What follows belongs to an exercise in optimizing a design on an open flow for small area, a short achievable clock period and few clock cycles per item; a production flow would make more cautious choices. At most, simulation tests tie the RTL to the original design; equivalence was not proved. Only the layout flow was run in runs 3 to 6; the RTL was not checked for function there. No activity file was given, so power comes from the tool's default toggle rates.

[flow/flow/run.sh]
#!/bin/bash
# Standard ORFS layout with a tighter setup target for repair_timing and
# ports buffered with buf_4 cells. Clock period and SDC are unchanged.
set -euo pipefail
MARGIN=${MARGIN:-7.5}
bash standard.sh SETUP_SLACK_MARGIN=$MARGIN \
  "BUFFER_PORTS_ARGS=-buffer_cell sky130_fd_sc_hd__buf_4" finish > std_flow.log 2>&1
[flow/standard.sh]
#!/bin/bash
# synth_recipe.tcl (not shown) runs the flow's synth.tcl, then flattens the netlist and writes it again
# the make line also repeats each setting of config.mk as NAME=value (left out here)
make -C /OpenROAD-flow-scripts/flow DESIGN_CONFIG=/design/flow/config.mk WORK_HOME=/design/flow/orfs CLKGATE_MAP_FILE= SYNTH_SCRIPT=/design/flow/synth_recipe.tcl "${@:-finish}"
[flow/config.mk]
export PLATFORM = sky130hd
export DESIGN_NAME = AEC
export DESIGN_NICKNAME = AEC
export VERILOG_FILES = /design/flow/design.v
export SDC_FILE = /design/flow/constraint.sdc
export NUM_CORES = 4
export LEC_CHECK = 0
export CAP_MARGIN = 20
export CORE_MARGIN = 2
export CORE_UTILIZATION = 40
export SLEW_MARGIN = 20
[flow/constraint.sdc]
create_clock -name core_clock -period 10.0 [get_ports {clk}]
set_input_delay 2.0000 -clock core_clock [delete_from_list [all_inputs] [get_ports {clk}]]
set_output_delay 2.0000 -clock core_clock [all_outputs]
set_load 0.01 [all_outputs]
[flow/design.v]
module AEC(clk, rst, ascii_in, ready, valid, result);
input clk;
input rst;
input ready;
input [7:0] ascii_in;
output valid;
output [6:0] result;
localparam [3:0] OP_NOP  = 4'b0000;     
localparam [3:0] OP_EQ   = 4'b0010;
localparam [3:0] OP_LP   = 4'b0001;     
localparam [3:0] OP_LPT  = 4'b0011;     
localparam [3:0] OP_RP   = 4'b0100;
localparam [3:0] OP_MUL  = 4'b0110;
localparam [3:0] OP_ADD  = 4'b1000;
localparam [3:0] OP_SUB  = 4'b1001;
reg       c_dig;
reg [3:0] c_v;
wire is_eq  = ~c_dig & (c_v == OP_EQ);
wire is_lp  = ~c_dig & ~c_v[3] & c_v[0];
wire is_lpt = ~c_dig & ~c_v[3] & c_v[1] & c_v[0];
wire is_rp  = ~c_dig & (c_v == OP_RP);
wire is_as  = ~c_dig & c_v[3];
wire is_sub = ~c_dig & c_v[3] & c_v[0];
wire is_open = ~c_dig & ~c_v[3] & ~c_v[2] & (c_v[0] | ~c_v[1]);   
wire a_grp = ~ascii_in[6] & ~ascii_in[4];           
wire a_num = ~ascii_in[6] &  ascii_in[4] & ~(ascii_in[3] & ascii_in[2]);
wire a_eq  = ~ascii_in[6] &  ascii_in[4] &   ascii_in[3] & ascii_in[2];
wire a_dig = ascii_in[6] | a_num;
wire [3:0] a_val = ascii_in[6] ? ascii_in[3:0] + 4'd9 : ascii_in[3:0];
reg  [3:0] a_op;
always @* begin
    case (ascii_in[2:0])
        3'b000:  a_op = is_open ? OP_LPT : OP_LP;
        3'b001:  a_op = OP_RP;
        3'b010:  a_op = OP_MUL;
        3'b011:  a_op = OP_ADD;
        default: a_op = OP_SUB;
    endcase
    if (!a_grp)
        a_op = a_eq ? OP_EQ : OP_NOP;
end
reg       out_v;
reg [6:0] out_r;
always @(posedge clk) begin
    if (rst || is_eq || out_v) begin
        c_dig <= 1'b0;
        c_v   <= OP_NOP;
    end else begin
        c_dig <= a_dig;
        c_v   <= a_dig ? a_val : a_op;
    end
end
reg [6:0] S, M;
reg [6:0] mark;                  
reg [1:0] sp;                    
reg [6:0] DS0, DS1, DS2;         
reg [6:0] DK1, DK2;
reg [6:0] K;
wire [6:0] ctxK = (sp == 2'd1) ? 7'd1 : (sp == 2'd2) ? DK1 : DK2;
wire [6:0] ctxS = (sp == 2'd1) ? DS0 : (sp == 2'd2) ? DS1 : DS2;
wire [6:0] sum  = S + M;
wire [6:0] pp0 = c_v[0] ? M : 7'd0;
wire [6:0] pp1 = c_v[1] ? {M[5:0], 1'b0} : 7'd0;
wire [6:0] pp2 = c_v[2] ? {M[4:0], 2'b0} : 7'd0;
wire [6:0] pp3 = c_v[3] ? {M[3:0], 3'b0} : 7'd0;
wire [6:0] prod = (pp0 + pp1) + (pp2 + pp3);
wire push = is_lp & ~is_lpt;
wire pop  = is_rp & ~mark[0];
always @(posedge clk) begin
    if (rst || is_eq) begin
        S <= 7'd0;
        M <= 7'd1;
        K <= 7'd1;
        sp <= 2'd0;
    end else begin
        if (c_dig)
            M <= prod;
        if (is_as) begin
            S <= sum;
            M <= is_sub ? -K : K;
        end
        if (push) begin
            S <= 7'd0;
            K <= M;
            sp <= sp + 2'd1;
        end
        if (is_rp) begin
            S <= pop ? ctxS : 7'd0;
            M <= sum;
        end
        if (pop) begin
            sp <= sp - 2'd1;
            K <= ctxK;
        end
    end
end
always @(posedge clk) begin
    if (is_lp)
        mark <= {mark[5:0], is_lpt};
    else if (is_rp)
        mark <= {1'b0, mark[6:1]};
end
always @(posedge clk) begin
    if (push) begin
        if (sp == 2'd0) DS0 <= S;
        if (sp == 2'd1) begin DS1 <= S; DK1 <= K; end
        if (sp == 2'd2) begin DS2 <= S; DK2 <= K; end
    end
end
always @(posedge clk) begin
    out_v <= is_eq & ~rst;
    out_r <= sum;
end
assign valid = out_v;
assign result = out_r;
endmodule
==> flow_metrics.py, run 1 <==
metrics = {
    "worst_setup_path": {
        "worstPathArrival_ns": 3.23,
        "worstPathBufferInverterCount": 2,
        "endpoint_kind": "flop",
        "critical_path.most_common_cell": "fa_1",
        "setup.worst_path.class": "reg2reg",
        "longest_individual_stage_delay_on_the_worst_path_ns": 0.53,
        "r2r.worst_path.cells": 11,
        "critical-path-top-delay-family": "adder cells",
        "timing.critical_path.from_type": "flop",
        "cp_max_fo": 4,
        "r2r_slack_ns": 7.03,
        "rr_startpoint": "c_v[2]",
        "crit_slowest_cell": "fa_1",
        "worstPathCellList": "and2_4 > fa_1 > inv_1 > fa_1 > inv_2 > ha_4 > a21o_1 > a21oi_2 > xnor3_1 > a222oi_1 > a21oi_1",
        "rr_endpoint": "M[6]",
        "cp_data_required_time_ns": 10.25,
    },
    "hold_path": {
        "worst_hold_end": "sp[1]",
        "hold_depth": 2,
        "hold_path_class": "reg2reg",
        "min_from": "sp[1]",
    },
    "synthesis": {
        "async_flop_share": 0,
        "synth_top_area_cell": "edfxtp_1",
        "syn_area_per_cell_um2": 10.36,
        "ys_seq_area_frac": 0.4783,
        "synth.top_cell.area_share": 0.3043,
        "post_synth_num_cell_types": 55,
        "synth.cell_area_um2": 4144,
        "synth.ff_latch_count": 78,
        "post_synth_inst_count": 400,
        "synth_most_common_cell": "nand2_1",
        "synth.yosys.warnings": 1,
        "ys.flop_type": "edfxtp_1",
        "synth-edff-count": 42,
        "synth_nets": 440,
        "cell_types_occupying_the_most_area_after_synthesis": "edfxtp_1 (30%), dfxtp_1 (17%), ha_1 (6.0%)",
        "netlist_top_cells_count": "nand2_1 (48), edfxtp_1 (42), dfxtp_1 (36)",
    },
    "drt": {
        "ant_nets": 0,
        "num_vias": 3106,
        "drt-initial-drc-count": 180,
        "wl_per_cell_um": 17.22,
        "vias_per_cell": 5.402,
        "drt-pass1-iter-count": 4,
        "wl_mm": 9.901,
        "drcViolationCount": 0,
    },
    "clock_network": {
        "maximum_buffer_depth_of_the_clock_tree": 2,
        "cts_inserted_buffers": 9,
        "cts-root-buf": "clkbuf_8",
        "tritoncts_num_sinks": 78,
        "cts_hold_buf": 0,
        "tritoncts_clock_tree": "done",
        "worst_skew_pair.late_latency_ns": 0.37,
        "clk_pin_slew_ns": 0.09,
        "htreeDepth": 3,
    },
    "die": {
        "io_pins": 19,
        "dieWidth_um": 105.8,
        "design.die.area_um2": 11190,
        "core_region_area_um2": 10180,
        "row_count": 37,
        "die_height_um": 105.8,
        "start_util": 0.4069,
    },
    "sta": {
        "setup_repair_after_global_routing_missed_its_margin": "yes",
        "post-route-min-period_ns": 2.973,
        "finalSetupTns_ns": 0,
        "finish_stage_setup_viols": 0,
        "skew_ns": 0.01328,
        "finalMaxSlewViolations": 0,
        "post-route-period-util": 0.2973,
        "max_freq_ghz": 0.3363,
        "worst_slack_ns": 7.027,
        "slew-limit-headroom": 0.4586,
        "tightest_slew_ns": 0.8121,
        "timing_hold_violations_final": 0,
    },
    "global_routing": {
        "first_global_vias": 3085,
        "globalRoute.totalOverflow": 0,
        "grt.total_usage": 0.1826,
        "grt_antenna_before_repair": 0,
        "wire_length_of_the_first_global_routing_pass_mm": 15.67,
        "pin_count_of_the_biggest_net_entering_global_routing": 18,
    },
    "cells_and_area": {
        "area_delta_synth_final_pct": 21.38,
        "instances_no_fill": 575,
        "nets": 474,
        "drive_gt1_frac": 0.2756,
        "antenna_cells": 0,
        "n_fill_cell": 957,
    },
    "run": {
        "maximum_capacitance_violations": 0,
    },
    "outcome": {
        "status": "timing/DRC/antenna clean",
    },
    "place": {
        "dpl.cell_count": 534,
        "hpwl_mm": 6.657,
        "place_congestion": 0.8597,
        "placement.setup.worst_slack_ns": 6.617,
        "placement.io_buffers": 15,
    },
    "pwr": {
        "power.ir.vdd_worst_mv": 0.07533,
        "total_power_mw": 0.8651,
        "power_density_nw_per_um2": 172.0,
        "power_leakage_nw": 1.901,
    },
}
layout make-up:
| type | count | area [um2] | share of cell area |
|---|---|---|---|
| well taps | 136 | 170.2 | 0.03383 |
| clock inverters | 6 | 43.79 | 0.008706 |
| repair buffers | 40 | 374.1 | 0.07438 |
| clock buffers | 10 | 127.6 | 0.02537 |
| inverters | 28 | 117.6 | 0.02338 |
| flip-flops and latches | 78 | 2019 | 0.4015 |
| multi-input cells | 277 | 2177 | 0.4328 |
metrics by stage:
stage | util | hold WS (ns) | area [um2]
after floorplan | - | 0.4618 | 4283
after global placement | 0.4369 | 0.4755 | 4449
after detailed placement | 0.4369 | 0.4964 | 4449
after CTS | 0.4781 | 0.5141 | 4870
after global routing | 0.4939 | 0.5304 | 5030
final | 0.4939 | 0.5038 | 5030
power by group:
group	total [mW]	leakage (nW)	switching (mW)	internal, mW
Combinational	0.240	1.12	0.130	0.110
Clock	0.214	0.0891	0.123	0.0920
Sequential	0.410	0.690	0.0319	0.378
cells by family (layout without fill, tap and decap cells):
family,count (synthesis),in the layout,share of synthesized area
buffers and inverters,46,84,0.04438
xor gates and xnor gates,15,15,0.03834
muxes,19,19,0.04891
AOI/OAI and AO/OA,94,95,0.1434
DFF,78,78,0.4783
adders and majority gates,29,29,0.1039
and+or+nand+nor,119,119,0.1428
registers in the layout, summed over array words and instances (netlist names), 4 cells and up:
register,flops
DK1,7
DK2,7
DS0,7
DS1,7
DS2,7
K,7
M,7
S,7
mark,7
out_r,7
c_v,4
metal layers:
metal / global-route usage / wire length [um] / vias to the layer above
met4: 0.08083 / 228 / 0
met5: 0 / 0 / -
li1: - / - / 1513
met2: 0.3032 / 4905 / 61
met3: 0.04082 / 361 / 17
met1: 0.2277 / 4406 / 1515
layout by cell type (no fill, tap or decap), types with 3 or more instances in the layout:
master | synthesis | final
and2_1 | 15 | 13
mux2_2 | 10 | 10
fa_1 | 9 | 7
dfxtp_1 | 36 | 22
xor2_1 | 6 | 5
nor2_1 | 19 | 16
o21ai_0 | 26 | 19
ha_1 | 20 | 16
nand3_1 | 9 | 9
o21ai_1 | 1 | 8
a31oi_1 | 8 | 7
a21oi_2 | 0 | 4
nor2_2 | 1 | 4
a21oi_1 | 24 | 20
ha_4 | 0 | 3
mux2i_1 | 9 | 9
a211oi_1 | 9 | 8
nor3_1 | 6 | 5
inv_6 | 0 | 5
buf_6 | 0 | 11
clkbuf_8 | 0 | 9
nor2b_1 | 5 | 5
dfxtp_2 | 0 | 6
o31ai_1 | 4 | 3
nand2_1 | 48 | 47
dfxtp_4 | 0 | 8
inv_1 | 28 | 21
xnor2_1 | 7 | 7
edfxtp_1 | 42 | 42
inv_2 | 0 | 4
buf_4 | 1 | 26
worst reg2reg max path, stage by stage (launching register included):
cell and delay (ns):
dfxtp_4 0.37, and2_4 0.16, fa_1 0.53, inv_1 0.05
fa_1 0.51, inv_2 0.05, ha_4 0.20, a21o_1 0.19
a21oi_2 0.14, xnor3_1 0.24, a222oi_1 0.31, a21oi_1 0.12
worst max path at each step:
stage            from   end  depth (start not counted)
6_report       c_v[2]  M[6]                         11
5_1_grt        c_v[2]  M[6]                         11
4_1_cts        c_v[2]  M[6]                         11
3_5_place_dp   c_v[1]  M[6]                          9
3_3_place_gp   c_v[1]  M[6]                          9
2_1_floorplan  c_v[0]  M[6]                         13
what timing repair did:
| item | in CTS | in global routing |
|---|---|---|
| resized for setup | 38 | 30 |
| setup endpoints to repair | 16 | 27 |
| setup buffers | 17 | 7 |
| cloned | 0 | 1 |
| pin swaps | 14 | 14 |
Testbench counts, summed over its fixed seeds: cycles 45,688, items 4,000.
==> inputs of run 2 (changes only) <==
==> flow/flow/run.sh (replaced) <==
#!/bin/bash
# Standard ORFS layout with a tighter setup target for repair_timing and
# ports buffered with buf_4 cells. Clock period and SDC are unchanged.
set -euo pipefail
MARGIN=${MARGIN:-7}
bash standard.sh SETUP_SLACK_MARGIN=$MARGIN \
  "BUFFER_PORTS_ARGS=-buffer_cell sky130_fd_sc_hd__buf_4" finish > std_flow.log 2>&1
==> flow_metrics.py, run 2 <==
metrics = {
    "synthesis": {
        "synth.ff_latch_count": 78,
        "post_synth_inst_count": 400,
        "synth.cell_area_um2": 4144,
        "synth_most_common_cell": "nand2_1",
        "syn_area_per_cell_um2": 10.36,
        "synth-edff-count": 42,
        "ys_seq_area_frac": 0.4783,
        "synth.top_cell.area_share": 0.3043,
        "ys.flop_type": "edfxtp_1",
        "cell_types_occupying_the_most_area_after_synthesis": "edfxtp_1 (30%), dfxtp_1 (17%), ha_1 (6.0%)",
        "post_synth_num_cell_types": 55,
        "synth_nets": 440,
        "synth_top_area_cell": "edfxtp_1",
        "async_flop_share": 0,
        "synth.yosys.warnings": 1,
        "netlist_top_cells_count": "nand2_1 (48), edfxtp_1 (42), dfxtp_1 (36)",
    },
    "die": {
        "start_util": 0.4069,
        "dieWidth_um": 105.8,
        "io_pins": 19,
        "core_region_area_um2": 10180,
        "row_count": 37,
        "design.die.area_um2": 11190,
        "die_height_um": 105.8,
    },
    "sta": {
        "finish_stage_setup_viols": 0,
        "finalMaxSlewViolations": 0,
        "hold_slack_ns": 0.4900,
        "setup_repair_after_global_routing_missed_its_margin": "yes",
        "slew-limit-headroom": 0.4425,
        "finalSetupTns_ns": 0,
        "timing_hold_violations_final": 0,
        "skew_ns": 0.009396,
        "tightest_slew_ns": 0.8362,
        "post-route-min-period_ns": 3.073,
        "worst_slack_ns": 6.927,
        "post-route-period-util": 0.3073,
        "max_freq_ghz": 0.3254,
    },
    "place": {
        "place_congestion": 0.8502,
        "placement.setup.worst_slack_ns": 6.679,
        "hpwl_mm": 6.476,
        "placed_cell_area_um2": 4379,
        "placement.io_buffers": 15,
        "dpl.cell_count": 534,
    },
    "cells_and_area": {
        "drive_gt1_frac": 0.1749,
        "layout_common_cells": "nand2_1 (48), edfxtp_1 (42), dfxtp_1 (28), inv_1 (28), o21ai_0 (26)",
        "nets": 458,
        "area_delta_synth_final_pct": 13.71,
        "n_fill_cell": 1009,
        "final_cell_area_um2": 4712,
        "antenna_cells": 0,
        "layout_commonest_cell": "nand2_1",
        "fin_util": 0.4627,
        "instances_no_fill": 559,
    },
    "global_routing": {
        "grt_antenna_before_repair": 0,
        "first_global_vias": 3005,
        "grt.total_usage": 0.1754,
        "pin_count_of_the_biggest_net_entering_global_routing": 18,
        "wire_length_of_the_first_global_routing_pass_mm": 15.31,
        "globalRoute.totalOverflow": 0,
    },
    "clock_network": {
        "clk_pin_slew_ns": 0.09,
        "tritoncts_num_sinks": 78,
        "worst_skew_pair.late_latency_ns": 0.35,
        "cts-root-buf": "clkbuf_8",
        "cts_inserted_buffers": 9,
        "tritoncts_clock_tree": "done",
        "htreeDepth": 3,
        "maximum_buffer_depth_of_the_clock_tree": 2,
    },
    "worst_setup_path": {
        "cp_data_required_time_ns": 10.24,
        "endpoint_kind": "flop",
        "setup.worst_path.class": "reg2reg",
        "cp_max_fo": 7,
        "worst_setup_path_startpoint": "M[3]",
        "timing.critical_path.from_type": "flop",
        "rr_startpoint": "M[3]",
        "worstPathArrival_ns": 3.31,
    },
    "pwr": {
        "switching_share": 0.3161,
        "switching_pwr_mw": 0.2696,
        "comb_power_share": 0.238,
        "sequentialPowerShare": 0.477,
        "internal_power_mw": 0.5833,
        "power_leakage_nw": 1.810,
        "total_power_mw": 0.8529,
        "power.share.clock": 0.285,
        "power_density_nw_per_um2": 181.0,
        "power.ir.vdd_worst_mv": 0.06382,
    },
    "drt": {
        "wl_mm": 9.089,
        "num_vias": 2974,
        "ant_nets": 0,
        "wl_per_cell_um": 16.26,
        "drt-initial-drc-count": 168,
        "vias_per_cell": 5.320,
        "drcViolationCount": 0,
        "drt-pass1-iter-count": 4,
    },
    "outcome": {
        "status": "timing/DRC/antenna clean",
    },
    "run": {
        "maximum_capacitance_violations": 0,
    },
    "hold_path": {
        "hold_path_class": "reg2reg",
        "min_from": "out_v",
    },
}
-- run 2: path summary, 6_finish.rpt --
check,cells past startpoint,to,slack (ns)
hold reg to reg,1,c_v[1],0.49
setup reg to reg,11,M[6],6.93
setup / recovery,11,M[6],6.93
hold / removal,1,c_v[1],0.49
-- run 2: power by group through the flow --
stage | logic [mW] | clock network [mW] | registers (mW)
after CTS | 0.200 | 0.249 | 0.407
after detailed placement | 0.187 | 0 | 0.418
after global routing | 0.229 | 0.262 | 0.411
final | 0.203 | 0.243 | 0.407
after floorplan | 0.134 | 0 | 0.406
after global placement | 0.184 | 0 | 0.416
-- run 2: per-layer routing --
metal	routed length, um	global-route usage	part of all wire	vias to the layer above
li1	-	-	-	1466
met1	4245	0.2320	0.47	1441
met2	4309	0.2834	0.47	52
met3	306	0.03278	0.034	15
met4	227	0.07143	0.025	0
met5	0	0	0	-
-- run 2: repair_timing --
action	CTS	global route
pin swaps	7	7
resized for setup	10	6
hold buffers	0	0
cloned	0	0
buffers inserted	7	2
setup endpoints to repair	2	8
-- run 2: cell families after synthesis --
logic type | share of synthesized area
buffers and inverters | 0.04438
XOR/XNOR | 0.03834
AND/OR/NAND/NOR | 0.1428
multiplexers | 0.04891
adder cells (fa/ha/maj) | 0.1039
flip-flops | 0.4783
AO/OA/AOI/OAI | 0.1434
-- run 2: final cells by class --
class                           instances  area, um2  area share
Clock buffer                            9      123.9     0.02629
Clock inverter                          7      82.58     0.01753
Inverter                               28      105.1     0.02230
Multi-Input combinational cell        276       2026      0.4299
Sequential cell                        78       2004      0.4254
Tap cell                              136      170.2     0.03611
Timing Repair Buffer                   25      200.2     0.04249
-- run 2: critical path, stage by stage, from the launching register on --
cell and delay [ns]:
dfxtp_2 0.39, and2_1 0.17, fa_1 0.52, inv_1 0.05, fa_1 0.54, inv_1 0.06, ha_1 0.26, a21o_1 0.19
a21oi_2 0.12, xnor3_1 0.24, a222oi_1 0.29, a21oi_1 0.12
==> inputs of run 3 (changes only) <==
--- a/flow/design.v
+++ b/flow/design.v
@@ -39,10 +39,8 @@
     if (!a_grp)
         a_op = a_eq ? OP_EQ : OP_NOP;
 end
-reg       out_v;
-reg [6:0] out_r;
 always @(posedge clk) begin
-    if (rst || is_eq || out_v) begin
+    if (rst || is_eq) begin
         c_dig <= 1'b0;
         c_v   <= OP_NOP;
     end else begin
@@ -51,6 +49,7 @@
     end
 end
 reg [6:0] S, M;
+reg [6:0] R;                     
 reg [6:0] mark;                  
 reg [1:0] sp;                    
 reg [6:0] DS0, DS1, DS2;         
@@ -58,7 +57,6 @@
 reg [6:0] K;
 wire [6:0] ctxK = (sp == 2'd1) ? 7'd1 : (sp == 2'd2) ? DK1 : DK2;
 wire [6:0] ctxS = (sp == 2'd1) ? DS0 : (sp == 2'd2) ? DS1 : DS2;
-wire [6:0] sum  = S + M;
 wire [6:0] pp0 = c_v[0] ? M : 7'd0;
 wire [6:0] pp1 = c_v[1] ? {M[5:0], 1'b0} : 7'd0;
 wire [6:0] pp2 = c_v[2] ? {M[4:0], 2'b0} : 7'd0;
@@ -66,18 +64,39 @@
 wire [6:0] prod = (pp0 + pp1) + (pp2 + pp3);
 wire push = is_lp & ~is_lpt;
 wire pop  = is_rp & ~mark[0];
+wire [6:0] Kpm = is_sub ? -K : K;
+reg  [6:0] X, Y;
+always @* begin
+    X = 7'd0;
+    Y = R;
+    if (c_dig) begin
+        X = S;
+        Y = prod;
+    end else if (is_as) begin
+        X = R;
+        Y = Kpm;
+    end else if (is_lp) begin
+        Y = M;
+    end else if (pop) begin
+        X = ctxS;
+    end
+end
+wire [6:0] Rn = X + Y;
 always @(posedge clk) begin
     if (rst || is_eq) begin
         S <= 7'd0;
         M <= 7'd1;
         K <= 7'd1;
+        R <= 7'd1;
         sp <= 2'd0;
     end else begin
+        if (c_dig | is_as | push | is_rp)
+            R <= Rn;
         if (c_dig)
             M <= prod;
         if (is_as) begin
-            S <= sum;
-            M <= is_sub ? -K : K;
+            S <= R;
+            M <= Kpm;
         end
         if (push) begin
             S <= 7'd0;
@@ -86,7 +105,7 @@
         end
         if (is_rp) begin
             S <= pop ? ctxS : 7'd0;
-            M <= sum;
+            M <= R;
         end
         if (pop) begin
             sp <= sp - 2'd1;
@@ -107,10 +126,6 @@
         if (sp == 2'd2) begin DS2 <= S; DK2 <= K; end
     end
 end
-always @(posedge clk) begin
-    out_v <= is_eq & ~rst;
-    out_r <= sum;
-end
-assign valid = out_v;
-assign result = out_r;
+assign valid = is_eq;
+assign result = R;
 endmodule
==> flow_metrics.py, run 3 <==
metrics = {
    "sta": {
        "setup_repair_after_global_routing_missed_its_margin": "yes",
        "tightest_slew_ns": 0.8267,
        "skew_ns": 0.006914,
        "max_freq_ghz": 0.2797,
        "timing_hold_violations_final": 0,
        "hold_slack_ns": 0.5216,
        "finish_stage_setup_viols": 0,
        "finalMaxSlewViolations": 0,
        "post-route-min-period_ns": 3.575,
        "finalSetupTns_ns": 0,
        "slew-limit-headroom": 0.4468,
        "post-route-period-util": 0.3575,
    },
    "clock_network": {
        "htreeDepth": 3,
        "cts-root-buf": "clkbuf_8",
        "maximum_buffer_depth_of_the_clock_tree": 2,
        "cts_inserted_buffers": 9,
        "tritoncts_clock_tree": "done",
        "worst_skew_pair.late_latency_ns": 0.35,
        "clk_pin_slew_ns": 0.08,
        "tritoncts_num_sinks": 77,
    },
    "global_routing": {
        "first_global_vias": 3257,
        "grt.total_usage": 0.1849,
        "globalRoute.totalOverflow": 0,
        "grt_antenna_before_repair": 0,
        "wire_length_of_the_first_global_routing_pass_mm": 16.59,
        "pin_count_of_the_biggest_net_entering_global_routing": 33,
    },
    "worst_setup_path": {
        "endpoint_kind": "flop",
        "timing.critical_path.from_type": "flop",
        "rr_startpoint": "c_v[2]",
        "worst_setup_path_startpoint": "c_v[2]",
        "cp_data_required_time_ns": 10.22,
        "worstPathArrival_ns": 3.79,
        "r2r_slack_ns": 6.42,
        "setup.worst_path.class": "reg2reg",
        "cp_max_fo": 7,
    },
    "place": {
        "place_congestion": 0.7997,
        "dpl.cell_count": 582,
        "hpwl_mm": 6.988,
        "placement.io_buffers": 15,
    },
    "cells_and_area": {
        "fin_util": 0.4703,
        "n_fill_cell": 1033,
        "drive_gt1_frac": 0.2241,
        "area_delta_synth_final_pct": 15.30,
        "antenna_cells": 0,
        "nets": 508,
        "layout_common_cells": "nand2_1 (52), edfxtp_1 (42), o21ai_0 (38), buf_4 (32), a21oi_1 (27)",
        "layout_commonest_cell": "nand2_1",
        "instances_no_fill": 613,
    },
    "die": {
        "core_region_area_um2": 10750,
        "row_count": 38,
        "dieWidth_um": 108.7,
        "die_height_um": 108.7,
        "start_util": 0.4079,
        "io_pins": 19,
        "design.die.area_um2": 11810,
    },
    "drt": {
        "vias_per_cell": 5.406,
        "num_vias": 3314,
        "drcViolationCount": 0,
        "drt-initial-drc-count": 151,
        "ant_nets": 0,
        "wl_per_cell_um": 16.53,
        "drt-pass1-iter-count": 7,
        "wl_mm": 10.13,
    },
    "synthesis": {
        "post_synth_inst_count": 446,
        "netlist_top_cells_count": "nand2_1 (54), edfxtp_1 (42), o21ai_0 (41)",
        "ys_seq_area_frac": 0.4476,
        "syn_area_per_cell_um2": 9.827,
        "synth_most_common_cell": "nand2_1",
        "synth.cell_area_um2": 4383,
        "post_synth_num_cell_types": 48,
        "synth.top_cell.area_share": 0.2878,
        "synth_top_area_cell": "edfxtp_1",
        "synth_nets": 486,
        "synth.ff_latch_count": 77,
        "ys.flop_type": "edfxtp_1",
        "cell_types_occupying_the_most_area_after_synthesis": "edfxtp_1 (29%), dfxtp_1 (16%), ha_1 (5.7%)",
        "async_flop_share": 0,
        "synth.yosys.warnings": 1,
        "synth-edff-count": 42,
    },
    "pwr": {
        "total_power_mw": 0.8385,
        "power_density_nw_per_um2": 165.9,
        "power.ir.vdd_worst_mv": 0.06627,
        "power_leakage_nw": 1.954,
    },
    "hold_path": {
        "hold_path_class": "reg2reg",
        "min_from": "S[2]",
    },
    "outcome": {
        "status": "timing/DRC/antenna clean",
    },
    "run": {
        "maximum_capacitance_violations": 0,
    },
}
## run 3: changes by cell type in the layout (fill, tap and decap cells not counted), moves of 7 or more
cell,previous run,this run
nand3_1,9,2
mux2_2,10,18
nor3_1,6,14
a31oi_1,7,0
o21ai_0,26,38
buf_4,24,32
## run 3: power by group
part	switching [mW]	total [mW]	internal, mW	leakage (nW)
clock network	0.118	0.232	0.114	0.100
logic	0.117	0.210	0.0932	1.17
registers	0.0314	0.397	0.365	0.679
## run 3: through the flow
step	setup slack, ns	area (um2)
after floorplan	6.431	4439
after global routing	6.266	5054
final	6.425	5054
after CTS	6.418	5011
after global placement	6.006	4649
after detailed placement	5.991	4649
## run 3: final timing paths
check	cells past startpoint	to
worst max-delay path	13	R[6]
worst min-delay path	0	DS2[2]
worst max register to register	13	R[6]
worst min register to register	0	DS2[2]
## run 3: per-layer routing
metal | part of all wire | wire (um) | vias up | track usage
li1 | - | - | 1623 | -
met1 | 0.46 | 4664 | 1597 | 0.2489
met2 | 0.48 | 4863 | 83 | 0.3018
met3 | 0.044 | 450 | 11 | 0.02391
met4 | 0.015 | 153 | 0 | 0.07601
met5 | 0 | 0 | - | 0
## run 3: logic make-up (layout without fill, tap and decap cells)
logic type	count (synthesis)	after routing	share of synthesized area
muxes	33	33	0.08050
and+or+nand+nor	128	128	0.1330
AOI/OAI and AO/OA	113	113	0.1573
DFF	77	77	0.4476
adders and majority gates	29	29	0.09820
buffers and inverters	49	76	0.04311
xor gates and xnor gates	17	17	0.04025
## run 3: what timing repair did
item,CTS,global route
endpoints found under the setup margin,49,37
gates resized for setup,26,15
pin swaps,8,3
setup buffers,15,0
hold buffers,0,0
## run 3: layout make-up
class / count / area (um2) / area share
clock buffers: 9 / 123.9 / 0.02451
clock inverters: 7 / 66.31 / 0.01312
inverters: 26 / 97.59 / 0.01931
multi-input cells: 320 / 2332 / 0.4615
flip-flops and latches: 77 / 1988 / 0.3934
well taps: 140 / 175.2 / 0.03466
repair buffers: 34 / 270.3 / 0.05348
## run 3: worst max-delay path, cell delays in order, from the launching register on
cell,delay (ns)
dfxtp_4,0.36
buf_4,0.16
and2_2,0.20
fa_1,0.49
inv_1,0.06
fa_1,0.49
fa_1,0.48
xor2_2,0.21
a21oi_2,0.18
ha_1,0.28
a21oi_2,0.16
xor2_1,0.18
xnor2_1,0.13
a21oi_1,0.08
==> inputs of run 4 (changes only) <==
==> flow/flow/run.sh (replaced) <==
#!/bin/bash
# Standard ORFS layout with a tighter setup target for repair_timing and
# ports buffered with buf_4 cells. Clock period and SDC are unchanged.
set -euo pipefail
MARGIN=${MARGIN:-8}
bash standard.sh SETUP_SLACK_MARGIN=$MARGIN \
  "BUFFER_PORTS_ARGS=-buffer_cell sky130_fd_sc_hd__buf_4" finish > std_flow.log 2>&1
==> flow_metrics.py, run 4 <==
metrics = {
    "synthesis": {
        "ys.flop_type": "edfxtp_1",
        "synth_nets": 486,
        "cell_types_occupying_the_most_area_after_synthesis": "edfxtp_1 (29%), dfxtp_1 (16%), ha_1 (5.7%)",
        "synth.top_cell.area_share": 0.2878,
        "post_synth_num_cell_types": 48,
        "synth.ff_latch_count": 77,
        "post_synth_inst_count": 446,
        "async_flop_share": 0,
        "synth.cell_area_um2": 4383,
        "synth_top_area_cell": "edfxtp_1",
        "synth.yosys.warnings": 1,
        "syn_area_per_cell_um2": 9.827,
        "ys_seq_area_frac": 0.4476,
        "synth-edff-count": 42,
        "synth_most_common_cell": "nand2_1",
        "netlist_top_cells_count": "nand2_1 (54), edfxtp_1 (42), o21ai_0 (41)",
    },
    "worst_setup_path": {
        "critical-path-top-delay-family": "adder cells",
        "timing.critical_path.from_type": "flop",
        "longest_individual_stage_delay_on_the_worst_path_ns": 0.55,
        "worstPathArrival_ns": 3.84,
        "cp_max_fo": 6,
        "critical_path.most_common_cell": "fa_1",
        "setup.worst_path.class": "reg2reg",
        "crit_slowest_cell": "fa_1",
        "endpoint_kind": "flop",
        "worstPathBufferInverterCount": 2,
        "cp_data_required_time_ns": 10.22,
        "worstPathCellList": "buf_6 > and2_4 > fa_1 > inv_2 > fa_1 > fa_1 > xor2_2 > a21oi_2 > ha_1 > a21oi_2 > xor2_1 > xnor2_1 > a21oi_1",
    },
    "drt": {
        "ant_nets": 0,
        "drcViolationCount": 0,
        "vias_per_cell": 5.469,
        "wl_mm": 11.90,
        "route.met3.wl_um": 360,
        "maxUsedRoutingLayer": "met4",
        "num_vias": 3577,
        "wl_per_cell_um": 18.19,
        "drt-initial-drc-count": 184,
        "drt-pass1-iter-count": 5,
        "routedLengthMet1_mm": 5.145,
        "met2RoutedLength_mm": 6.011,
    },
    "global_routing": {
        "grt_antenna_before_repair": 0,
        "wire_length_of_the_first_global_routing_pass_mm": 18.85,
        "grt.total_usage": 0.2136,
        "pin_count_of_the_biggest_net_entering_global_routing": 19,
        "first_global_vias": 3569,
        "globalRoute.totalOverflow": 0,
    },
    "place": {
        "place_congestion": 0.8319,
        "placement.setup.worst_slack_ns": 5.964,
        "placement.io_buffers": 15,
        "placed_cell_area_um2": 4816,
        "hpwl_mm": 7.050,
    },
    "clock_network": {
        "htreeDepth": 3,
        "cts_hold_buf": 0,
        "tritoncts_clock_tree": "done",
        "cts-root-buf": "clkbuf_8",
        "clk_pin_slew_ns": 0.09,
        "maximum_buffer_depth_of_the_clock_tree": 2,
        "worst_skew_pair.late_latency_ns": 0.36,
        "tritoncts_num_sinks": 77,
        "cts_inserted_buffers": 9,
    },
    "sta": {
        "finish_stage_setup_viols": 0,
        "hold_slack_ns": 0.5279,
        "finalMaxSlewViolations": 0,
        "timing_hold_violations_final": 0,
        "post-route-period-util": 0.3612,
        "finalSetupTns_ns": 0,
        "setup_repair_after_global_routing_missed_its_margin": "yes",
        "skew_ns": 0.01264,
        "tightest_slew_ns": 0.7488,
        "slew-limit-headroom": 0.4975,
        "worst_slack_ns": 6.388,
        "max_freq_ghz": 0.2769,
        "post-route-min-period_ns": 3.612,
    },
    "cells_and_area": {
        "final_cell_area_um2": 6075,
        "area_delta_synth_final_pct": 38.60,
        "nets": 550,
        "layout_commonest_cell": "nand2_1",
        "n_fill_cell": 952,
        "drive_gt1_frac": 0.4202,
        "layout_common_cells": "nand2_1 (45), buf_4 (44), edfxtp_1 (42), o21ai_0 (26), a21oi_1 (21)",
        "antenna_cells": 0,
    },
    "die": {
        "io_pins": 19,
        "die_height_um": 108.7,
        "dieWidth_um": 108.7,
        "core_region_area_um2": 10750,
        "start_util": 0.4079,
        "row_count": 38,
        "design.die.area_um2": 11810,
    },
    "pwr": {
        "power_density_nw_per_um2": 169.1,
        "power.ir.vdd_worst_mv": 0.06945,
        "power_leakage_nw": 2.334,
    },
    "outcome": {
        "status": "timing/DRC/antenna clean",
    },
    "run": {
        "maximum_capacitance_violations": 0,
    },
    "hold_path": {
        "hold_path_class": "reg2reg",
    },
}
==> run 4: cell counts after synthesis <==
Identical to the previous run, type by type.
==> run 4: cell families after synthesis <==
| logic type | share of synthesized area |
|---|---|
| flops | 0.4476 |
| xor+xnor | 0.04025 |
| mux | 0.08050 |
| compound gates | 0.1573 |
| buf+inv | 0.04311 |
| simple gates | 0.1330 |
| fa+ha+maj | 0.09820 |
==> run 4: per-stage QoR <==
| stage | std cells | util | total power [mW] |
|---|---|---|---|
| after floorplan | 446 | - | 0.5500 |
| after global placement | 582 | 0.4482 | 0.6073 |
| after detailed placement | 582 | 0.4482 | 0.6110 |
| after CTS | 643 | 0.5422 | 1.005 |
| after global routing | 654 | 0.5653 | 1.073 |
| final | 654 | 0.5653 | 1.027 |
==> run 4: path summary, 6_finish.rpt <==
| path | start | cells past startpoint | endpoint | slack, ns |
|---|---|---|---|---|
| setup / recovery | c_v[2] | 13 | R[6] | 6.39 |
| hold / removal | K[0] | 0 | DK1[0] | 0.53 |
| setup reg to reg | c_v[2] | 13 | R[6] | 6.39 |
| hold reg to reg | K[0] | 0 | DK1[0] | 0.53 |
==> run 4: where the power goes <==
part	internal (mW)	switching (mW)	leakage, nW
Sequential	0.367	0.0261	0.683
Clock	0.216	0.119	0.140
Combinational	0.144	0.155	1.51
==> run 4: layer usage <==
metal,global-route usage,vias to the layer above
met2,0.3625,101
met5,0,-
met1,0.2725,1730
met3,0.02690,28
li1,-,1718
met4,0.09615,0
==> run 4: layout make-up <==
| class | instances | area [um2] | share of cell area |
|---|---|---|---|
| Multi-Input combinational cell | 322 | 2694 | 0.4435 |
| Inverter | 26 | 115.1 | 0.01895 |
| Sequential cell | 77 | 2014 | 0.3316 |
| Clock inverter | 6 | 158.9 | 0.02616 |
| Timing Repair Buffer | 74 | 793.3 | 0.1306 |
| Clock buffer | 9 | 123.9 | 0.02039 |
| Tap cell | 140 | 175.2 | 0.02884 |
==> run 4: timing repair <==
action	4_1_cts	5_1_grt
resized for setup	93	48
buffers inserted	42	11
cloned	4	0
pin swaps	35	28
endpoints found under the setup margin	78	64
==> inputs of run 5 (changes only) <==
==> flow/flow/run.sh (replaced) <==
#!/bin/bash
# Standard ORFS layout with a tighter setup target for repair_timing and
# ports buffered with buf_4 cells. Clock period and SDC are unchanged.
set -euo pipefail
MARGIN=${MARGIN:-6}
bash standard.sh SETUP_SLACK_MARGIN=$MARGIN \
  "BUFFER_PORTS_ARGS=-buffer_cell sky130_fd_sc_hd__buf_4" finish > std_flow.log 2>&1
==> flow_metrics.py, run 5 <==
metrics = {
    "sta": {
        "worst_slack_ns": 6.169,
        "post-route-period-util": 0.3831,
        "max_freq_ghz": 0.2610,
        "post-route-min-period_ns": 3.831,
        "tightest_slew_ns": 1.030,
        "finalSetupTns_ns": 0,
        "slew-limit-headroom": 0.3111,
        "finish_stage_setup_viols": 0,
        "finalMaxSlewViolations": 0,
        "setup_repair_after_global_routing_missed_its_margin": "no",
        "timing_hold_violations_final": 0,
        "skew_ns": 0.01039,
    },
    "global_routing": {
        "grt_antenna_before_repair": 0,
        "wire_length_of_the_first_global_routing_pass_mm": 16.57,
        "grt.total_usage": 0.1853,
        "first_global_vias": 3184,
        "globalRoute.totalOverflow": 0,
        "pin_count_of_the_biggest_net_entering_global_routing": 33,
    },
    "drt": {
        "drt-initial-drc-count": 197,
        "vias_per_cell": 5.446,
        "drt-pass1-iter-count": 5,
        "ant_nets": 0,
        "wl_mm": 10.10,
        "drcViolationCount": 0,
        "num_vias": 3295,
        "wl_per_cell_um": 16.69,
    },
    "place": {
        "placement.io_buffers": 15,
        "dpl.cell_count": 583,
        "place_congestion": 0.8072,
        "placement.setup.worst_slack_ns": 5.851,
        "hpwl_mm": 6.998,
    },
    "clock_network": {
        "maximum_buffer_depth_of_the_clock_tree": 2,
        "htreeDepth": 3,
        "tritoncts_num_sinks": 77,
        "cts-root-buf": "clkbuf_8",
        "worst_skew_pair.late_latency_ns": 0.36,
        "tritoncts_clock_tree": "done",
        "cts_inserted_buffers": 9,
        "clk_pin_slew_ns": 0.09,
    },
    "cells_and_area": {
        "instances_no_fill": 605,
        "antenna_cells": 0,
        "drive_gt1_frac": 0.1613,
        "layout_common_cells": "nand2_1 (54), edfxtp_1 (42), o21ai_0 (40), a21oi_1 (31), dfxtp_1 (29)",
        "area_delta_synth_final_pct": 12.79,
        "layout_commonest_cell": "nand2_1",
        "n_fill_cell": 1033,
        "nets": 500,
    },
    "die": {
        "start_util": 0.4079,
        "core_region_area_um2": 10750,
        "row_count": 38,
        "die_height_um": 108.7,
        "dieWidth_um": 108.7,
        "design.die.area_um2": 11810,
        "io_pins": 19,
    },
    "pwr": {
        "power_density_nw_per_um2": 177.3,
        "total_power_mw": 0.8763,
        "power_leakage_nw": 1.910,
        "power.ir.vdd_worst_mv": 0.06338,
    },
    "synthesis": {
        "synth-xor-area-share": 0.04025,
        "synth_top_area_cell": "edfxtp_1",
        "synth.cell_area_um2": 4383,
        "synth-compound-area-share": 0.1573,
        "ys_seq_area_frac": 0.4476,
        "synth.ff_latch_count": 77,
        "synth_most_common_cell": "nand2_1",
        "muxShareOfSynthArea": 0.08050,
        "post_synth_fa_ha_maj_area_fraction": 0.09820,
        "syn_area_per_cell_um2": 9.827,
        "netlist_top_cells_count": "nand2_1 (54), edfxtp_1 (42), o21ai_0 (41)",
        "synth_top_family_by_area": "compound AO/OA/AOI/OAI gates",
        "synth.yosys.warnings": 1,
        "synth.top_cell.area_share": 0.2878,
        "synth_nets": 486,
        "post_synth_inst_count": 446,
        "share_of_synthesized_cell_area_in_and_or_nand_and_nor_gates": 0.1330,
        "ys.flop_type": "edfxtp_1",
        "cell_types_occupying_the_most_area_after_synthesis": "edfxtp_1 (29%), dfxtp_1 (16%), ha_1 (5.7%)",
        "synth-edff-count": 42,
        "post_synth_num_cell_types": 48,
        "async_flop_share": 0,
    },
    "worst_setup_path": {
        "crit_slowest_cell": "fa_1",
        "cp_data_required_time_ns": 10.22,
        "timing.critical_path.from_type": "flop",
        "endpoint_kind": "flop",
        "longest_individual_stage_delay_on_the_worst_path_ns": 0.54,
        "cp_max_fo": 4,
        "worstPathArrival_ns": 4.05,
        "worstPathBufferInverterCount": 3,
        "critical-path-top-delay-family": "adder cells",
        "setup.worst_path.class": "reg2reg",
        "worstPathCellList": "and2_1 > fa_1 > inv_1 > fa_1 > inv_1 > ha_1 > inv_1 > fa_1 > nand2b_1 > nand2_1 > ha_4 > o21ai_2 > o21bai_1 > a21oi_1 > xor2_1 > xnor2_1 > a21oi_1",
    },
    "outcome": {
        "status": "timing/DRC/antenna clean",
    },
    "run": {
        "maximum_capacitance_violations": 0,
    },
    "hold_path": {
        "hold_path_class": "reg2reg",
    },
}
-- run 5: worst paths after layout --
kind                             start     end  slack (ns)  depth (start not counted)
worst max-delay path            c_v[0]    R[6]        6.17                         17
worst max register to register  c_v[0]    R[6]        6.17                         17
worst min register to register    S[2]  DS0[2]        0.52                          0
worst min-delay path              S[2]  DS0[2]        0.52                          0
-- run 5: worst reg2reg max path, stage by stage, from the launching register on --
cell      delay (ns)
dfxtp_4         0.36
and2_1          0.18
fa_1            0.54
inv_1           0.05
fa_1            0.53
inv_1           0.04
ha_1            0.21
inv_1           0.07
fa_1            0.42
nand2b_1        0.18
nand2_1         0.14
ha_4            0.22
o21ai_2         0.06
o21bai_1        0.08
a21oi_1         0.17
xor2_1          0.21
xnor2_1         0.14
a21oi_1         0.08
-- run 5: final cells by class --
class                      count  area (um2)  share of cell area
multi-input combinational    320        2260              0.4571
inverter                      26       97.59             0.01974
clock inverter                 6       111.4             0.02253
sequential                    77        1977              0.3999
clock buffer                  10       127.6             0.02582
tap                          140       175.2             0.03543
timing repair buffer          26       195.2             0.03948
-- run 5: per-stage QoR --
stage	hold WS [ns]	instance area, um2	util
finish	0.5248	4943	0.4601
detailed placement	0.5061	4617	0.4297
global placement	0.4890	4617	0.4297
floorplan	0.4593	4383	-
global route	0.5366	4943	0.4601
CTS	0.5146	4861	0.4524
-- run 5: cells by family after synthesis --
| group | Yosys count |
|---|---|
| xor+xnor | 17 |
| buf+inv | 49 |
| compound gates | 113 |
| fa+ha+maj | 29 |
| flops | 77 |
| simple gates | 128 |
| mux | 33 |
-- run 5: where the power goes --
group / leakage, nW / internal [mW] / switching, mW
Clock: 0.116 / 0.166 / 0.119
Sequential: 0.677 / 0.364 / 0.0331
Combinational: 1.12 / 0.0831 / 0.111
Total: 1.91 / 0.613 / 0.263
-- run 5: timing repair --
item,CTS,global route
hold buffers,0,0
pin swaps,0,1
gates resized for setup,3,11
endpoints found under the setup margin,1,1
buffers inserted,0,6
-- run 5: metal layers --
layer / track usage / vias up / part of all wire
met4: 0.06868 / 0 / 0.020
met3: 0.03467 / 14 / 0.042
met5: 0 / - / 0
met2: 0.2987 / 71 / 0.48
met1: 0.2489 / 1601 / 0.46
li1: - / 1609 / -
==> inputs of run 6 (changes only) <==
--- a/flow/design.v
+++ b/flow/design.v
@@ -69,10 +69,7 @@
 always @* begin
     X = 7'd0;
     Y = R;
-    if (c_dig) begin
-        X = S;
-        Y = prod;
-    end else if (is_as) begin
+    if (is_as) begin
         X = R;
         Y = Kpm;
     end else if (is_lp) begin
@@ -81,7 +78,7 @@
         X = ctxS;
     end
 end
-wire [6:0] Rn = X + Y;
+wire [6:0] Rn = c_dig ? ((S + pp0) + (pp1 + pp2 + pp3)) : X + Y;
 always @(posedge clk) begin
     if (rst || is_eq) begin
         S <= 7'd0;
==> flow/flow/run.sh (replaced) <==
#!/bin/bash
# Standard ORFS layout with a tighter setup target for repair_timing and
# ports buffered with buf_4 cells. Clock period and SDC are unchanged.
set -euo pipefail
MARGIN=${MARGIN:-7}
bash standard.sh SETUP_SLACK_MARGIN=$MARGIN \
  "BUFFER_PORTS_ARGS=-buffer_cell sky130_fd_sc_hd__buf_4" finish > std_flow.log 2>&1
==> flow_metrics.py, run 6 <==
metrics = {
    "sta": {
        "finalSetupTns_ns": 0,
        "finalMaxSlewViolations": 0,
        "max_freq_ghz": 0.2915,
        "hold_slack_ns": 0.4768,
        "setup_repair_after_global_routing_missed_its_margin": "yes",
        "timing_hold_violations_final": 0,
        "slew-limit-headroom": 0.3697,
        "tightest_slew_ns": 0.9355,
        "worst_slack_ns": 6.570,
        "finish_stage_setup_viols": 0,
        "skew_ns": 0.005999,
        "post-route-period-util": 0.3430,
        "post-route-min-period_ns": 3.430,
    },
    "cells_and_area": {
        "final_cell_area_um2": 5818,
        "layout_commonest_cell": "nand2_1",
        "fin_util": 0.4844,
        "drive_gt1_frac": 0.2345,
        "layout_common_cells": "nand2_1 (64), edfxtp_1 (42), inv_1 (42), nor2_1 (39), o21ai_0 (38)",
        "area_delta_synth_final_pct": 18.44,
        "antenna_cells": 0,
        "nets": 603,
    },
    "clock_network": {
        "worst_skew_pair.late_latency_ns": 0.34,
        "tritoncts_clock_tree": "done",
        "htreeDepth": 3,
        "maximum_buffer_depth_of_the_clock_tree": 2,
        "cts_hold_buf": 0,
        "cts_inserted_buffers": 9,
        "tritoncts_num_sinks": 77,
        "clk_pin_slew_ns": 0.06,
        "cts-root-buf": "clkbuf_16",
    },
    "drt": {
        "wl_mm": 11.58,
        "wl_per_cell_um": 16.61,
        "num_vias": 3755,
        "drt-initial-drc-count": 286,
        "vias_per_cell": 5.387,
        "drt-pass1-iter-count": 4,
        "drcViolationCount": 0,
        "ant_nets": 0,
    },
    "synthesis": {
        "ys.flop_type": "edfxtp_1",
        "synth_most_common_cell": "nand2_1",
        "netlist_top_cells_count": "nand2_1 (66), inv_1 (50), o21ai_0 (43)",
        "synth.yosys.warnings": 1,
        "async_flop_share": 0,
        "syn_area_per_cell_um2": 9.447,
        "cell_types_occupying_the_most_area_after_synthesis": "edfxtp_1 (26%), dfxtp_1 (14%), fa_1 (8.6%)",
        "synth_top_area_cell": "edfxtp_1",
        "ys_seq_area_frac": 0.3994,
        "post_synth_inst_count": 520,
        "synth-edff-count": 42,
        "post_synth_num_cell_types": 53,
        "synth_nets": 578,
        "synth.top_cell.area_share": 0.2567,
        "synth.cell_area_um2": 4912,
        "synth.ff_latch_count": 77,
    },
    "pwr": {
        "power_density_nw_per_um2": 179.2,
        "power_leakage_nw": 2.352,
        "power.ir.vdd_worst_mv": 0.06900,
    },
    "worst_setup_path": {
        "timing.critical_path.from_type": "flop",
        "cp_data_required_time_ns": 10.24,
        "longest_individual_stage_delay_on_the_worst_path_ns": 0.50,
        "worstPathCellList": "and2_4 > inv_2 > fa_1 > inv_1 > fa_1 > inv_2 > fa_1 > inv_1 > ha_1 > a21o_1 > a21oi_2 > xnor2_2 > xnor2_1 > a21oi_1 > and3b_1",
        "setup.worst_path.class": "reg2reg",
        "worstPathArrival_ns": 3.67,
        "critical-path-top-delay-family": "adder cells",
        "cp_max_fo": 2,
        "worstPathBufferInverterCount": 4,
        "crit_slowest_cell": "fa_1",
        "endpoint_kind": "flop",
        "critical_path.most_common_cell": "fa_1",
    },
    "die": {
        "io_pins": 19,
        "row_count": 40,
        "die_height_um": 114.8,
        "design.die.area_um2": 13180,
        "core_region_area_um2": 12010,
        "start_util": 0.4090,
        "dieWidth_um": 114.8,
    },
    "global_routing": {
        "grt_antenna_before_repair": 0,
        "wire_length_of_the_first_global_routing_pass_mm": 18.93,
        "first_global_vias": 3708,
        "grt.total_usage": 0.1862,
        "pin_count_of_the_biggest_net_entering_global_routing": 26,
        "globalRoute.totalOverflow": 0,
    },
    "run": {
        "maximum_capacitance_violations": 0,
    },
    "outcome": {
        "status": "timing/DRC/antenna clean",
    },
    "place": {
        "place_congestion": 0.8391,
        "hpwl_mm": 8.170,
        "placed_cell_area_um2": 5149,
        "placement.io_buffers": 15,
        "placement.setup.worst_slack_ns": 6.121,
    },
    "hold_path": {
        "hold_path_class": "reg2reg",
    },
}
[run 6: cell types whose count changed after synthesis, moves of 5 or more]
| cell | delta |
|---|---|
| mux2i_1 | -5 |
| mux2_2 | -5 |
| fa_1 | +12 |
| nand2_1 | +12 |
| xnor2_1 | +12 |
| a21oi_1 | -7 |
| nor2_1 | +13 |
| ha_1 | +6 |
| inv_1 | +24 |
[run 6: cell families after synthesis]
family                     Yosys count  share of synthesized area
and+or+nand+nor                    159                     0.1505
DFF                                 77                     0.3994
buffers and inverters               76                    0.06037
xor gates and xnor gates            26                    0.04636
muxes                               23                    0.05018
adders and majority gates           47                     0.1518
AOI/OAI and AO/OA                  112                     0.1414
[run 6: stage by stage]
stage,instances,power [mW]
floorplan,520,0.5655
global placement,659,0.6289
detailed placement,659,0.6349
CTS,689,1.033
global route,697,1.094
finish,697,1.043
[run 6: timing repair]
item                       in CTS  in global routing
resized for setup              41                 22
setup endpoints to repair      13                 14
gates cloned                    0                  0
buffers inserted               14                  8
pin swaps                      16                 24
[run 6: final timing paths]
kind | depth (start not counted) | to | startpoint | slack (ns)
setup / recovery | 15 | R[6] | M[4] | 6.57
hold / removal | 0 | DS2[4] | S[4] | 0.48
setup reg to reg | 15 | R[6] | M[4] | 6.57
hold reg to reg | 0 | DS2[4] | S[4] | 0.48
[run 6: layer usage]
metal	track usage	vias to the layer above	wire (um)
li1	-	1837	-
met1	0.2545	1808	5317
met2	0.2935	85	5378
met3	0.02952	25	534
met4	0.08353	0	348
met5	0	-	0
[run 6: layout make-up]
class	instances	area, um2
Inverter	50	187.7
Clock buffer	9	225.2
Fill cell	1157	6193
Clock inverter	7	120.1
Multi-Input combinational cell	367	2789
Sequential cell	77	1997
Tap cell	147	183.9
Timing Repair Buffer	40	315.3
[run 6: power by group]
part	switching [mW]	internal, mW
Clock	0.132	0.245
Combinational	0.148	0.117
Sequential	0.0349	0.365
Total	0.315	0.727
==> inputs of run 7 (changes only) <==
--- a/flow/design.v
+++ b/flow/design.v
@@ -39,8 +39,10 @@
     if (!a_grp)
         a_op = a_eq ? OP_EQ : OP_NOP;
 end
+reg       out_v;
+reg [6:0] out_r;
 always @(posedge clk) begin
-    if (rst || is_eq) begin
+    if (rst || is_eq || out_v) begin
         c_dig <= 1'b0;
         c_v   <= OP_NOP;
     end else begin
@@ -49,7 +51,6 @@
     end
 end
 reg [6:0] S, M;
-reg [6:0] R;                     
 reg [6:0] mark;                  
 reg [1:0] sp;                    
 reg [6:0] DS0, DS1, DS2;         
@@ -57,6 +58,7 @@
 reg [6:0] K;
 wire [6:0] ctxK = (sp == 2'd1) ? 7'd1 : (sp == 2'd2) ? DK1 : DK2;
 wire [6:0] ctxS = (sp == 2'd1) ? DS0 : (sp == 2'd2) ? DS1 : DS2;
+wire [6:0] sum  = S + M;
 wire [6:0] pp0 = c_v[0] ? M : 7'd0;
 wire [6:0] pp1 = c_v[1] ? {M[5:0], 1'b0} : 7'd0;
 wire [6:0] pp2 = c_v[2] ? {M[4:0], 2'b0} : 7'd0;
@@ -64,36 +66,18 @@
 wire [6:0] prod = (pp0 + pp1) + (pp2 + pp3);
 wire push = is_lp & ~is_lpt;
 wire pop  = is_rp & ~mark[0];
-wire [6:0] Kpm = is_sub ? -K : K;
-reg  [6:0] X, Y;
-always @* begin
-    X = 7'd0;
-    Y = R;
-    if (is_as) begin
-        X = R;
-        Y = Kpm;
-    end else if (is_lp) begin
-        Y = M;
-    end else if (pop) begin
-        X = ctxS;
-    end
-end
-wire [6:0] Rn = c_dig ? ((S + pp0) + (pp1 + pp2 + pp3)) : X + Y;
 always @(posedge clk) begin
     if (rst || is_eq) begin
         S <= 7'd0;
         M <= 7'd1;
         K <= 7'd1;
-        R <= 7'd1;
         sp <= 2'd0;
     end else begin
-        if (c_dig | is_as | push | is_rp)
-            R <= Rn;
         if (c_dig)
             M <= prod;
         if (is_as) begin
-            S <= R;
-            M <= Kpm;
+            S <= sum;
+            M <= is_sub ? -K : K;
         end
         if (push) begin
             S <= 7'd0;
@@ -102,7 +86,7 @@
         end
         if (is_rp) begin
             S <= pop ? ctxS : 7'd0;
-            M <= R;
+            M <= sum;
         end
         if (pop) begin
             sp <= sp - 2'd1;
@@ -123,6 +107,10 @@
         if (sp == 2'd2) begin DS2 <= S; DK2 <= K; end
     end
 end
-assign valid = is_eq;
-assign result = R;
+always @(posedge clk) begin
+    out_v <= is_eq & ~rst;
+    out_r <= sum;
+end
+assign valid = out_v;
+assign result = out_r;
 endmodule
==> flow/flow/run.sh (replaced) <==
#!/bin/bash
# Standard ORFS layout, with:
#  - synthesis leaving adders to ABC instead of mapping them onto the
#    library's full/half-adder cells (faster logic; same registers),
#  - ports buffered with buf_4 cells,
#  - a tighter setup target for repair_timing.
# Clock period and SDC are unchanged.
set -euo pipefail
MARGIN=${MARGIN:-7.5}
bash standard.sh SETUP_SLACK_MARGIN=$MARGIN ADDER_MAP_FILE= \
  "BUFFER_PORTS_ARGS=-buffer_cell sky130_fd_sc_hd__buf_4" finish > std_flow.log 2>&1
==> flow_metrics.py, run 7 <==
metrics = {
    "synthesis": {
        "synth.ff_latch_count": 78,
        "netlist_top_cells_count": "nand2_1 (48), o21ai_0 (44), edfxtp_1 (42)",
        "post_synth_inst_count": 451,
        "synth.top_cell.area_share": 0.2967,
        "synth_most_common_cell": "nand2_1",
        "synth.cell_area_um2": 4250,
        "synth-edff-count": 42,
        "synth_nets": 462,
        "syn_area_per_cell_um2": 9.424,
        "synth.yosys.warnings": 1,
        "ys.flop_type": "edfxtp_1",
        "ys_seq_area_frac": 0.4663,
        "cell_types_occupying_the_most_area_after_synthesis": "edfxtp_1 (30%), dfxtp_1 (17%), o21ai_0 (5.2%)",
        "post_synth_num_cell_types": 54,
        "synth_top_area_cell": "edfxtp_1",
        "async_flop_share": 0,
    },
    "sta": {
        "skew_ns": 0.01277,
        "worst_slack_ns": 7.161,
        "tightest_slew_ns": 0.8672,
        "slew-limit-headroom": 0.4211,
        "post-route-period-util": 0.2839,
        "post-route-min-period_ns": 2.839,
        "finish_stage_setup_viols": 0,
        "setup_repair_after_global_routing_missed_its_margin": "yes",
        "finalMaxSlewViolations": 0,
        "finalSetupTns_ns": 0,
        "timing_hold_violations_final": 0,
        "max_freq_ghz": 0.3522,
    },
    "clock_network": {
        "clk_pin_slew_ns": 0.09,
        "cts-root-buf": "clkbuf_8",
        "tritoncts_num_sinks": 78,
        "htreeDepth": 3,
        "cts_inserted_buffers": 9,
        "worst_skew_pair.late_latency_ns": 0.37,
        "maximum_buffer_depth_of_the_clock_tree": 2,
        "tritoncts_clock_tree": "done",
        "cts_hold_buf": 0,
    },
    "pwr": {
        "power_leakage_nw": 1.668,
        "power_density_nw_per_um2": 177.4,
        "power.ir.vdd_worst_mv": 0.06275,
    },
    "global_routing": {
        "grt.total_usage": 0.1902,
        "pin_count_of_the_biggest_net_entering_global_routing": 34,
        "globalRoute.totalOverflow": 0,
        "first_global_vias": 3319,
        "wire_length_of_the_first_global_routing_pass_mm": 16.89,
        "grt_antenna_before_repair": 0,
    },
    "worst_setup_path": {
        "r2r.worst_path.cells": 9,
        "worstPathBufferInverterCount": 1,
        "crit_slowest_cell": "dfxtp_4",
        "r2r_slack_ns": 7.62,
        "worstSetupPathDepth": 1,
        "setup.worst_path.class": "reg2out",
        "worstPathArrival_ns": 0.84,
        "timing.critical_path.from_type": "flop",
        "endpoint_kind": "primary output",
        "cp_max_fo": 2,
        "worstPathCellList": "buf_6",
        "cp_data_required_time_ns": 8.00,
        "critical-path-top-delay-family": "flip-flops",
        "longest_individual_stage_delay_on_the_worst_path_ns": 0.36,
    },
    "place": {
        "hpwl_mm": 6.651,
        "placement.setup.worst_slack_ns": 6.568,
        "placement.io_buffers": 15,
        "place_congestion": 0.8266,
    },
    "die": {
        "design.die.area_um2": 11470,
        "io_pins": 19,
        "core_region_area_um2": 10320,
        "start_util": 0.4117,
        "dieWidth_um": 107.1,
        "row_count": 37,
        "die_height_um": 107.1,
    },
    "run": {
        "maximum_capacitance_violations": 0,
    },
    "drt": {
        "drt-initial-drc-count": 295,
        "drcViolationCount": 0,
        "wl_per_cell_um": 17.10,
        "num_vias": 3513,
        "vias_per_cell": 5.768,
        "ant_nets": 0,
        "drt-pass1-iter-count": 7,
        "maxUsedRoutingLayer": "met4",
        "met2RoutedLength_mm": 4.882,
        "route.met3.wl_um": 478,
        "wl_mm": 10.41,
        "routedLengthMet1_mm": 4.873,
    },
    "cells_and_area": {
        "layout_commonest_cell": "nand2_1",
        "fin_util": 0.4858,
        "antenna_cells": 0,
        "n_fill_cell": 949,
        "layout_common_cells": "nand2_1 (48), edfxtp_1 (42), o21ai_0 (34), a21oi_1 (29), buf_4 (28)",
        "nets": 479,
        "area_delta_synth_final_pct": 17.99,
        "drive_gt1_frac": 0.2283,
    },
    "hold_path": {
        "hold_path_class": "reg2reg",
        "hold_depth": 2,
    },
    "outcome": {
        "status": "timing/DRC/antenna clean",
    },
}
[run 7: changes by cell type in the layout (fill, tap and decap cells not counted), sizes merged, moves of 10 or more]
cell    before  now
inv         52    3
ha          26    0
fa          21    0
nand2       68   48
nor2        42   23
xor2         8   19
a211oi       5   15
a31oi        2   12
[run 7: final timing paths]
kind                 to    from
setup / recovery  valid   out_v
hold / removal     S[0]  DS2[0]
setup reg to reg   M[5]  c_v[0]
hold reg to reg    S[0]  DS2[0]
[run 7: per-layer routing]
metal,vias up,GRT usage
met5,-,0
met4,0,0.07885
met3,20,0.03587
met2,95,0.3006
met1,1710,0.2556
li1,1688,-
[run 7: cell families after synthesis]
kind of cell    count (synthesis)  synth area share
mux                            13           0.03268
xor+xnor                       44           0.09420
fa+ha+maj                       6           0.01472
buf+inv                        37           0.03591
flops                          78            0.4663
compound gates                139            0.2034
simple gates                  134            0.1528
[run 7: tightest hold or removal path: stages (launching register included)]
cell	delay, ns
edfxtp_1	0.33
a21oi_1	0.06
nor2_1	0.09
[run 7: timing repair]
item                                    CTS  global route
resized for setup                        35            23
pin swaps                                 2             9
buffers inserted                          8            14
endpoints found under the setup margin   46            37
[run 7: stage by stage]
| step | std cells | power (mW) | instance area [um2] | hold slack (ns) |
|---|---|---|---|---|
| final | 609 | 0.8897 | 5015 | 0.5129 |
| after global routing | 609 | 0.9339 | 5015 | 0.5507 |
| after CTS | 595 | 0.8737 | 4822 | 0.5109 |
| after detailed placement | 571 | 0.6207 | 4451 | 0.4833 |
| after global placement | 571 | 0.6162 | 4451 | 0.4795 |
| after floorplan | 451 | 0.5597 | 4349 | 0.4498 |
[run 7: report_power, final]
part | internal (mW) | switching (mW)
Combinational | 0.107 | 0.123
Clock | 0.114 | 0.119
Sequential | 0.379 | 0.0478
Total | 0.600 | 0.290
[run 7: area by class of cell]
cell class / count / area [um2] / area share
tap: 136 / 170.2 / 0.03393
sequential: 78 / 2019 / 0.4027
timing repair buffer: 40 / 374.1 / 0.07460
clock inverter: 6 / 62.56 / 0.01248
clock buffer: 10 / 127.6 / 0.02545
multi-input combinational: 336 / 2250 / 0.4486
inverter: 3 / 11.26 / 0.002246
Testbench counts of run 7, summed over its fixed seeds: cycles 45,688, items 4,000.
==> inputs of run 8 (changes only) <==
--- a/flow/flow/run.sh
+++ b/flow/flow/run.sh
@@ -6,6 +6,6 @@
 #  - a tighter setup target for repair_timing.
 # Clock period and SDC are unchanged.
 set -euo pipefail
-MARGIN=${MARGIN:-7.5}
+MARGIN=${MARGIN:-7}
 bash standard.sh SETUP_SLACK_MARGIN=$MARGIN ADDER_MAP_FILE= \
   "BUFFER_PORTS_ARGS=-buffer_cell sky130_fd_sc_hd__buf_4" finish > std_flow.log 2>&1
==> flow_metrics.py, run 8 <==
metrics = {
    "die": {
        "dieWidth_um": 107.1,
        "io_pins": 19,
        "die_height_um": 107.1,
        "design.die.area_um2": 11470,
    },
    "place": {
        "place_congestion": 0.8226,
        "placement.io_buffers": 15,
        "hpwl_mm": 6.734,
    },
    "sta": {
        "hold_slack_ns": 0.4914,
        "finalSetupTns_ns": 0,
        "finish_stage_setup_viols": 0,
        "post-route-min-period_ns": 2.861,
        "skew_ns": 0.01216,
        "max_freq_ghz": 0.3496,
        "post-route-period-util": 0.2861,
        "finalMaxSlewViolations": 0,
    },
    "global_routing": {
        "grt_antenna_before_repair": 0,
        "pin_count_of_the_biggest_net_entering_global_routing": 32,
        "wire_length_of_the_first_global_routing_pass_mm": 16.53,
        "first_global_vias": 3229,
        "globalRoute.totalOverflow": 0,
    },
    "synthesis": {
        "synth_most_common_cell": "nand2_1",
        "synth.yosys.warnings": 1,
        "async_flop_share": 0,
        "cell_types_occupying_the_most_area_after_synthesis": "edfxtp_1 (30%), dfxtp_1 (17%), o21ai_0 (5.2%)",
        "post_synth_num_cell_types": 54,
        "ys.flop_type": "edfxtp_1",
        "netlist_top_cells_count": "nand2_1 (48), o21ai_0 (44), edfxtp_1 (42)",
        "synth.cell_area_um2": 4250,
        "synth_nets": 462,
        "synth.top_cell.area_share": 0.2967,
        "post_synth_inst_count": 451,
        "synth_top_area_cell": "edfxtp_1",
        "synth-edff-count": 42,
        "syn_area_per_cell_um2": 9.424,
    },
    "pwr": {
        "power_density_nw_per_um2": 181.1,
        "switching_share": 0.3196,
        "switching_pwr_mw": 0.2679,
        "comb_power_share": 0.221,
        "sequentialPowerShare": 0.509,
        "power.ir.vdd_worst_mv": 0.08640,
        "power_leakage_nw": 1.500,
    },
    "drt": {
        "wl_mm": 9.872,
        "drt-initial-drc-count": 238,
        "drt-pass1-iter-count": 4,
        "vias_per_cell": 5.731,
        "num_vias": 3370,
        "wl_per_cell_um": 16.79,
        "drcViolationCount": 0,
        "ant_nets": 0,
    },
    "worst_setup_path": {
        "endpoint_kind": "primary output",
        "worstPathArrival_ns": 0.86,
        "cp_data_required_time_ns": 8.00,
        "timing.critical_path.from_type": "flop",
        "longest_individual_stage_delay_on_the_worst_path_ns": 0.38,
        "crit_slowest_cell": "dfxtp_2",
        "worstPathBufferInverterCount": 1,
        "cp_max_fo": 6,
    },
    "clock_network": {
        "tritoncts_num_sinks": 78,
        "maximum_buffer_depth_of_the_clock_tree": 2,
        "clk_pin_slew_ns": 0.08,
        "tritoncts_clock_tree": "done",
        "worst_skew_pair.late_latency_ns": 0.35,
        "cts_inserted_buffers": 9,
        "htreeDepth": 3,
        "cts_post_setup_buffers_inserted": 0,
    },
    "cells_and_area": {
        "seq_area_um2": 1988,
        "n_fill_cell": 1025,
        "nets": 458,
        "drive_gt1_frac": 0.1261,
    },
    "outcome": {
        "status": "timing/DRC/antenna clean",
    },
    "hold_path": {
        "hold_path_class": "reg2reg",
    },
}
==> run 8: cell counts after synthesis <==
Identical to the previous run, type by type.
==> run 8: metrics by stage <==
step | power [mW] | area, um2 | setup WS (ns) | instances | util
final | 0.8383 | 4629 | 7.139 | 588 | 0.4484
after global routing | 0.8849 | 4629 | 6.985 | 588 | 0.4484
after CTS | 0.8426 | 4621 | 7.060 | 588 | 0.4476
after detailed placement | 0.6190 | 4427 | 6.503 | 572 | 0.4288
after global placement | 0.6127 | 4427 | 6.584 | 572 | 0.4288
after floorplan | 0.5533 | 4255 | 7.048 | 451 | -
==> run 8: cell families (layout without fill, tap and decap cells) <==
kind of cell	Yosys count	count (layout)	share of synthesized area
buffers and inverters	37	38	0.03591
DFF	78	78	0.4663
AOI/OAI and AO/OA	139	139	0.2034
and+or+nand+nor	134	134	0.1528
adders and majority gates	6	6	0.01472
muxes	13	13	0.03268
xor gates and xnor gates	44	44	0.09420
==> run 8: cell type report <==
type                    count  share of cell area
repair buffers             19             0.03081
clock inverters             5             0.01108
flip-flops and latches     78              0.4295
multi-input cells         336              0.4611
clock buffers              11             0.02838
inverters                   3            0.002432
well taps                 136             0.03676
==> run 8: repair_timing <==
| action | 4_1_cts | 5_1_grt |
|---|---|---|
| resized for setup | 5 | 3 |
| hold buffers | 0 | 0 |
| endpoints found under the hold margin | 0 | 0 |
| setup endpoints to repair | 16 | 11 |
==> run 8: worst paths after layout <==
path / startpoint / end / slack (ns) / cells past startpoint
setup / recovery: out_v / valid / 7.14 / 1
hold / removal: out_v / c_v[0] / 0.49 / 1
setup reg to reg: M[3] / M[6] / 7.20 / 9
hold reg to reg: out_v / c_v[0] / 0.49 / 1
==> run 8: layer usage <==
metal	wire length [um]	global-route usage	up-vias
met5	0	0	-
met4	157	0.06586	0
met3	422	0.03161	17
met2	4571	0.2884	81
met1	4720	0.2551	1626
li1	-	-	1646
==> run 8: power groups by stage <==
stage	clock network, mW	logic, mW	registers (mW)
CTS	0.229	0.186	0.427
global route	0.245	0.206	0.434
detailed placement	0	0.185	0.434
global placement	0	0.181	0.431
floorplan	0	0.148	0.405
finish	0.226	0.186	0.426

Setup slack of run 8, layout unchanged: 7.139 ns with ideal ports, 7.105 ns with driving cells assumed (clock clkbuf_16, inputs buf_2), 6.841 ns with port delays also shifted by the 0.374 ns mid clock arrival.
